This design comes from an exercise in tuning for small area on the open sky130 flow, not from production work. Function was checked by simulation only, so behaviour that the tests miss may differ from the original. The clock port is modelled as an ideal driver; clocking choices that lean on that would not hold on a real chip. Power figures rest on the tool's default switching activity, not on a simulated workload.

// timer_top
module timer_top (
	input wire sys_clk,
	input wire sys_rst_n,
	input wire tim_pwrite,
	input wire tim_psel,
	input wire tim_penable,
	input wire [11:0] tim_paddr,
	input wire [31:0] tim_pwdata,
	input wire [3:0] tim_pstrb,
	input wire dbg_mode,
	output reg [31:0] tim_prdata,
	output wire tim_pready,
	output wire tim_pslverr,
	output wire tim_int
);
wire addr_ok = ~(|tim_paddr[11:5]) & ~(|tim_paddr[1:0]);
wire [2:0] ra = tim_paddr[4:2];
wire wr = tim_psel & tim_penable & tim_pwrite & addr_ok;
assign tim_pready = 1'b1;
assign tim_pslverr = ~addr_ok;
wire we_tcr   = wr & (ra == 3'd0);
wire we_tdr0  = wr & (ra == 3'd1);
wire we_tdr1  = wr & (ra == 3'd2);
wire we_tcmp0 = wr & (ra == 3'd3);
wire we_tcmp1 = wr & (ra == 3'd4);
wire we_tier  = wr & (ra == 3'd5);
wire we_tisr  = wr & (ra == 3'd6);
wire we_thcsr = wr & (ra == 3'd7);
reg        timer_en, div_en, int_en, int_st, halt_req;
reg  [3:0] div_val;
reg  [7:0] pcnt;
reg [63:0] cnt;
reg [63:0] ncmp;             
wire [7:0] pmask;
genvar i;
generate
  ...
==> flow/config.mk <==
export PLATFORM = sky130hd
export DESIGN_NAME = timer_top
export DESIGN_NICKNAME = timer_top
export VERILOG_FILES = /design/flow/design.v
export SDC_FILE = /design/flow/constraint.sdc
export NUM_CORES = 4
export LEC_CHECK = 0
export CAP_MARGIN = 20
export CORE_MARGIN = 2
export CORE_UTILIZATION = 70
export PLACE_DENSITY = 0.8
export SLEW_MARGIN = 20
==> flow/constraint.sdc <==
create_clock -name core_clock -period 5.5 [get_ports {sys_clk}]
set_input_delay 1.1000 -clock core_clock [delete_from_list [all_inputs] [get_ports {sys_clk}]]
set_output_delay 1.1000 -clock core_clock [all_outputs]
set_load 0.01 [all_outputs]
standard.sh (not shown) runs the stock make flow with config.mk's settings and CLKGATE_MAP_FILE= SYNTH_SCRIPT=/design/flow/synth_recipe.tcl, a recipe that flattens the netlist after the stock synthesis.
==> flow/flow/run.sh <==
#!/bin/bash
# The standard layout (standard.sh, unchanged synthesis) with:
#  - port buffers of the smallest buffer cell instead of the default pick
#  - clock tree without dummy load cells, built from small clock buffers
#  - higher core utilisation (shorter wires)
set -o pipefail
export BUFFER_PORTS_ARGS="-buffer_cell sky130_fd_sc_hd__buf_1"
export CTS_ARGS="-sink_clustering_enable -repair_clock_nets -dont_use_dummy_load -buf_list sky130_fd_sc_hd__clkbuf_8"
bash standard.sh finish > standard.log 2>&1
Edit:
==> flow/flow/run.sh (replaced) <==
#!/bin/bash
set -o pipefail
export BUFFER_PORTS_ARGS="-buffer_cell sky130_fd_sc_hd__buf_1"
export CTS_ARGS="-sink_clustering_enable -repair_clock_nets -dont_use_dummy_load"
bash standard.sh > standard.log 2>&1
CORE_UTILIZATION = 40   (was 70)
PLACE_DENSITY = not set   (was 0.8)
Result:
- The changed run completed with no timing, DRC or antenna violations
- total power is higher by 17%
- design area is higher by 4.4%
- synthesized area does not change
- clock power is higher by 50%
Edit:
==> flow/flow/run.sh (replaced) <==
#!/bin/bash
# The standard layout (standard.sh, unchanged synthesis) with:
#  - port buffers of the smallest buffer cell instead of the default pick
#  - clock tree without dummy load cells, built from small clock buffers
#  - higher core utilisation (shorter wires)
set -o pipefail
export BUFFER_PORTS_ARGS="-buffer_cell sky130_fd_sc_hd__buf_1"
export CTS_ARGS="-sink_clustering_enable -repair_clock_nets -dont_use_dummy_load -buf_list sky130_fd_sc_hd__clkbuf_4"
bash standard.sh finish > standard.log 2>&1
CORE_UTILIZATION = 70   (was 40)
PLACE_DENSITY = 0.8   (was not set)
Die area shrinks by 42%.
Combinational power came out lower by about 3%.
Non-clock buffer count came out lower by 3.
Design area came out lower by 5.4%.
Setup slack degrades by 0.33 ns.
Synthesized cell count does not change.
Power came out lower by 22%.
Core utilization goes up by 29 points.
Critical path depth falls by 1.
Edit:
==> flow/run.sh (new file) <==
#!/bin/bash
# synth_recipe.tcl (not shown) runs the flow's synth.tcl, then flattens the netlist and writes it again
# the make line also repeats each setting of config.mk as NAME=value (left out here)
make -C /OpenROAD-flow-scripts/flow DESIGN_CONFIG=/design/flow/config.mk WORK_HOME=/design/flow/orfs CLKGATE_MAP_FILE= SYNTH_SCRIPT=/design/flow/synth_recipe.tcl finish
CORE_UTILIZATION = 40   (was 70)
PLACE_DENSITY = not set   (was 0.8)
removed: flow/flow/run.sh
removed: flow/standard.sh
Outcome:
- non-clock buffer count rises by 5
- global-route usage falls by 13 points
- flip-flop and latch count stays the same
- wire length rises by 11%
- register-to-register slack got worse by 0.25 ns
- setup slack got worse by 0.27 ns
- combinational power rises by 40%
- power rises by 41%
- final area rises by 13%


The RTL this note starts from:
==> flow/design.v <==
module timer_top (
	input wire sys_clk,
	input wire sys_rst_n,
	input wire tim_pwrite,
	input wire tim_psel,
	input wire tim_penable,
	input wire [11:0] tim_paddr,
	input wire [31:0] tim_pwdata,
	input wire [3:0] tim_pstrb,
	input wire dbg_mode,
	output reg [31:0] tim_prdata,
	output wire tim_pready,
	output wire tim_pslverr,
	output wire tim_int
);
wire addr_ok = ~(|tim_paddr[11:5]) & ~(|tim_paddr[1:0]);
wire [2:0] ra = tim_paddr[4:2];
wire wr = tim_psel & tim_penable & tim_pwrite & addr_ok;
assign tim_pready = 1'b1;
assign tim_pslverr = ~addr_ok;
wire we_tcr   = wr & (ra == 3'd0);
wire we_tdr0  = wr & (ra == 3'd1);
wire we_tdr1  = wr & (ra == 3'd2);
wire we_tcmp0 = wr & (ra == 3'd3);
wire we_tcmp1 = wr & (ra == 3'd4);
wire we_tier  = wr & (ra == 3'd5);
wire we_tisr  = wr & (ra == 3'd6);
wire we_thcsr = wr & (ra == 3'd7);
reg        timer_en, div_en, int_en, int_st, halt_req;
reg  [3:0] div_val;
reg  [7:0] pcnt;
reg [63:0] cnt;
reg [63:0] ncmp;             
wire [7:0] pmask;
genvar i;
generate
	for (i = 0; i < 8; i = i + 1) begin : g_mask
		assign pmask[i] = (div_val > i);
	end
endgenerate
wire dv0 = (div_val == 4'd0);
wire phit = (pcnt == pmask);
wire cnt_en = timer_en & (~div_en | dv0 | phit);
wire prun = timer_en & div_en & ~dv0 & ~phit;
wire [8:0] pc;
assign pc[0] = 1'b1;
generate
	for (i = 0; i < 8; i = i + 1) begin : g_pinc
		assign pc[i+1] = pc[i] & pcnt[i];
	end
endgenerate
wire [7:0] pcnt_nxt = {8{prun}} & (pcnt ^ pc[7:0]);
wire [3:0] gall;             
wire [4:0] gpre;             
wire [63:0] cc;
assign gpre[0] = 1'b1;
generate
	for (i = 0; i < 4; i = i + 1) begin : g_grp
		assign gall[i] = &cnt[16*i+15:16*i];
		assign gpre[i+1] = gpre[i] & gall[i];
	end
	for (i = 0; i < 64; i = i + 1) begin : g_cinc
		if (i % 16 == 0) begin : g_first
			assign cc[i] = cnt_en & gpre[i/16];
		end else begin : g_next
			assign cc[i] = cc[i-1] & cnt[i-1];
		end
	end
endgenerate
wire [63:0] cinc = cnt ^ cc[63:0];
wire match = &(cnt ^ ncmp);
always @(posedge sys_clk or negedge sys_rst_n) begin
	if (!sys_rst_n) begin
		timer_en <= 1'b0;
		div_en   <= 1'b0;
		div_val  <= 4'd1;
		int_en   <= 1'b0;
		int_st   <= 1'b0;
		halt_req <= 1'b0;
		cnt      <= 64'd0;
		ncmp     <= 64'd0;
	end else begin
		if (we_tcr) begin
			timer_en <= tim_pwdata[0];
			div_en   <= tim_pwdata[1];
			if (tim_pwdata[11:8] < 4'd9)
				div_val <= tim_pwdata[11:8];
		end
		if (we_tier)  int_en   <= tim_pwdata[0];
		if (we_thcsr) halt_req <= tim_pwdata[0];
		int_st <= int_st ? ~(we_tisr & tim_pwdata[0]) : match;
		cnt[31:0]  <= we_tdr0 ? tim_pwdata : cinc[31:0];
		cnt[63:32] <= we_tdr1 ? tim_pwdata : cinc[63:32];
		if (we_tcmp0) ncmp[31:0]  <= ~tim_pwdata;
		if (we_tcmp1) ncmp[63:32] <= ~tim_pwdata;
	end
end
always @(posedge sys_clk) begin
	pcnt <= pcnt_nxt;
end
assign tim_int = int_st & int_en;
always @* begin
	case (ra)
		3'd0: tim_prdata = {20'd0, div_val, 6'd0, div_en, timer_en};
		3'd1: tim_prdata = cnt[31:0];
		3'd2: tim_prdata = cnt[63:32];
		3'd3: tim_prdata = ~ncmp[31:0];
		3'd4: tim_prdata = ~ncmp[63:32];
		3'd5: tim_prdata = {31'd0, int_en};
		3'd6: tim_prdata = {31'd0, int_st};
		default: tim_prdata = {30'd0, dbg_mode & halt_req, halt_req};
	endcase
end
endmodule
==> flow/config.mk <==
export PLATFORM = sky130hd
export DESIGN_NAME = timer_top
export DESIGN_NICKNAME = timer_top
export VERILOG_FILES = /design/flow/design.v
export SDC_FILE = /design/flow/constraint.sdc
export NUM_CORES = 4
export LEC_CHECK = 0
export CAP_MARGIN = 20
export CORE_MARGIN = 2
export CORE_UTILIZATION = 70
export PLACE_DENSITY = 0.8
export SLEW_MARGIN = 20
==> flow/constraint.sdc <==
create_clock -name core_clock -period 5.5 [get_ports {sys_clk}]
set_input_delay 1.1000 -clock core_clock [delete_from_list [all_inputs] [get_ports {sys_clk}]]
set_output_delay 1.1000 -clock core_clock [all_outputs]
set_load 0.01 [all_outputs]
==> flow/flow/run.sh <==
#!/bin/bash
# The standard layout (standard.sh, unchanged synthesis) with:
#  - port buffers of the smallest buffer cell instead of the default pick
#  - clock tree without dummy load cells, built from small clock buffers;
#    after CTS, leaf buffers whose flip-flop clock pins see a slow edge are
#    upsized (flow/post_cts.tcl)
#  - after floorplan, combinational cells are sized down to the smallest of
#    their family (flow/post_floorplan.tcl); later repair upsizes as needed
set -o pipefail
export BUFFER_PORTS_ARGS="-buffer_cell sky130_fd_sc_hd__buf_1"
export CTS_ARGS="-sink_clustering_enable -repair_clock_nets -dont_use_dummy_load -buf_list sky130_fd_sc_hd__clkbuf_4"
export POST_CTS_TCL="$(pwd)/flow/post_cts.tcl"
export POST_FLOORPLAN_TCL="$(pwd)/flow/post_floorplan.tcl"
bash standard.sh finish > standard.log 2>&1
==> flow/flow/post_cts.tcl <==
# Upsize clock-tree leaf buffers whose flip-flop clock pins see a slow edge.
estimate_parasitics -placement
foreach inst [get_cells clkbuf_*] {
  set worst 0.0
  foreach pin [get_pins -of_objects $inst -filter "direction==output"] {
    foreach load [get_pins -of_objects [get_nets -of_objects $pin] -filter "direction==input"] {
      set s [get_property $load slew_max]
      if {$s > $worst} { set worst $s }
    }
  }
  if {$worst > 0.10} {
    puts "POST_CTS upsizing [get_name $inst] (clock slew $worst)"
    replace_cell $inst sky130_fd_sc_hd__clkbuf_8
  }
}
estimate_parasitics -placement
detailed_placement
check_placement -verbose
report_design_area
==> flow/flow/post_floorplan.tcl <==
# Size every combinational cell down to the smallest cell of its family;
# the placement and CTS repair steps that follow upsize what timing needs.
set ndown 0
foreach inst [get_cells *] {
  set ref [get_property $inst ref_name]
  if {![regexp {^(sky130_fd_sc_hd__[a-z0-9]+)_([0-9]+)$} $ref -> fam drv]} continue
  if {[regexp {__(df|sdf|edf|dl|sdl|clk|conb|tap|fill|decap|buf|probe|lpflow|ebuf|einv)} $fam]} continue
  set best $ref; set barea [get_property [get_lib_cells */$ref] area]
  foreach lc [get_lib_cells */${fam}_*] {
    set n [get_name $lc]
    if {![regexp "^${fam}_\[0-9\]+\$" $n]} continue
    if {[get_property $lc dont_use]} continue
    set a [get_property $lc area]
    if {$a < $barea} { set best $n; set barea $a }
  }
  if {$best != $ref} { replace_cell $inst $best; incr ndown }
}
puts "DOWNSIZE resized $ndown cells"
report_design_area
Change:
--- a/flow/flow/run.sh
+++ b/flow/flow/run.sh
@@ -7,2 +6,0 @@
-#  - after floorplan, combinational cells are sized down to the smallest of
-#    their family (flow/post_floorplan.tcl); later repair upsizes as needed
@@ -13 +10,0 @@
-export POST_FLOORPLAN_TCL="$(pwd)/flow/post_floorplan.tcl"
- CAP_MARGIN: 20 -> 0
- SLEW_MARGIN: 20 -> 0
removed: flow/flow/post_floorplan.tcl
Result: The new run finished clean. Setup slack is better by 160 ps. Critical path depth does not change. Fmax came out higher by a few percent. Routed wire length hardly moves. Cell area stays flat. Synthesized cell count is unchanged. Clock-buffer cell count does not change. Power came out lower slightly. Area after synthesis stays the same.

## port drivers added, routing unchanged
How much do the figures lean on ideal ports? The routed layouts below were timed once more, with nothing changed but the port constraints. Step 1 (the two cells are an assumption about what drives the block):
set clk [get_ports {sys_clk}]
set_driving_cell -lib_cell sky130_fd_sc_hd__clkbuf_16 $clk
set_driving_cell -lib_cell sky130_fd_sc_hd__buf_2 [delete_from_list [all_inputs] $clk]
Step 2 times the ports against the registers' clock, not the clock port: input delays grow and output delays shrink by t, the midpoint of the rising clock arrivals with the driver on. a / b / c = ideal ports / drivers / drivers and shift; a / b = the first two.
run	shift t [ns]	setup WS [ns]	worst setup path after step 2	cell pins on the clock port's net
the first run of note 1	0.481	1.155 / 1.127 / 1.127	input to output	1
the second run of note 1	0.467	1.513 / 1.485 / 1.485	input to output	1
the third run of note 1	0.567	1.186 / 1.157 / 1.157	input to output	1
the fourth run of note 1	0.468	0.917 / 0.884 / 0.884	input to output	1
the first run of note 2	0.471	0.278 / 0.278 / 0.278	register to register	1
the second run of note 2	0.473	0.437 / 0.437 / 0.437	register to register	1
After both steps every run listed still meets setup and hold. For the fourth run of note 1, which loses most, drivers alone change the setup slack by -0.033 ns; drivers and shift together by -0.033 ns.
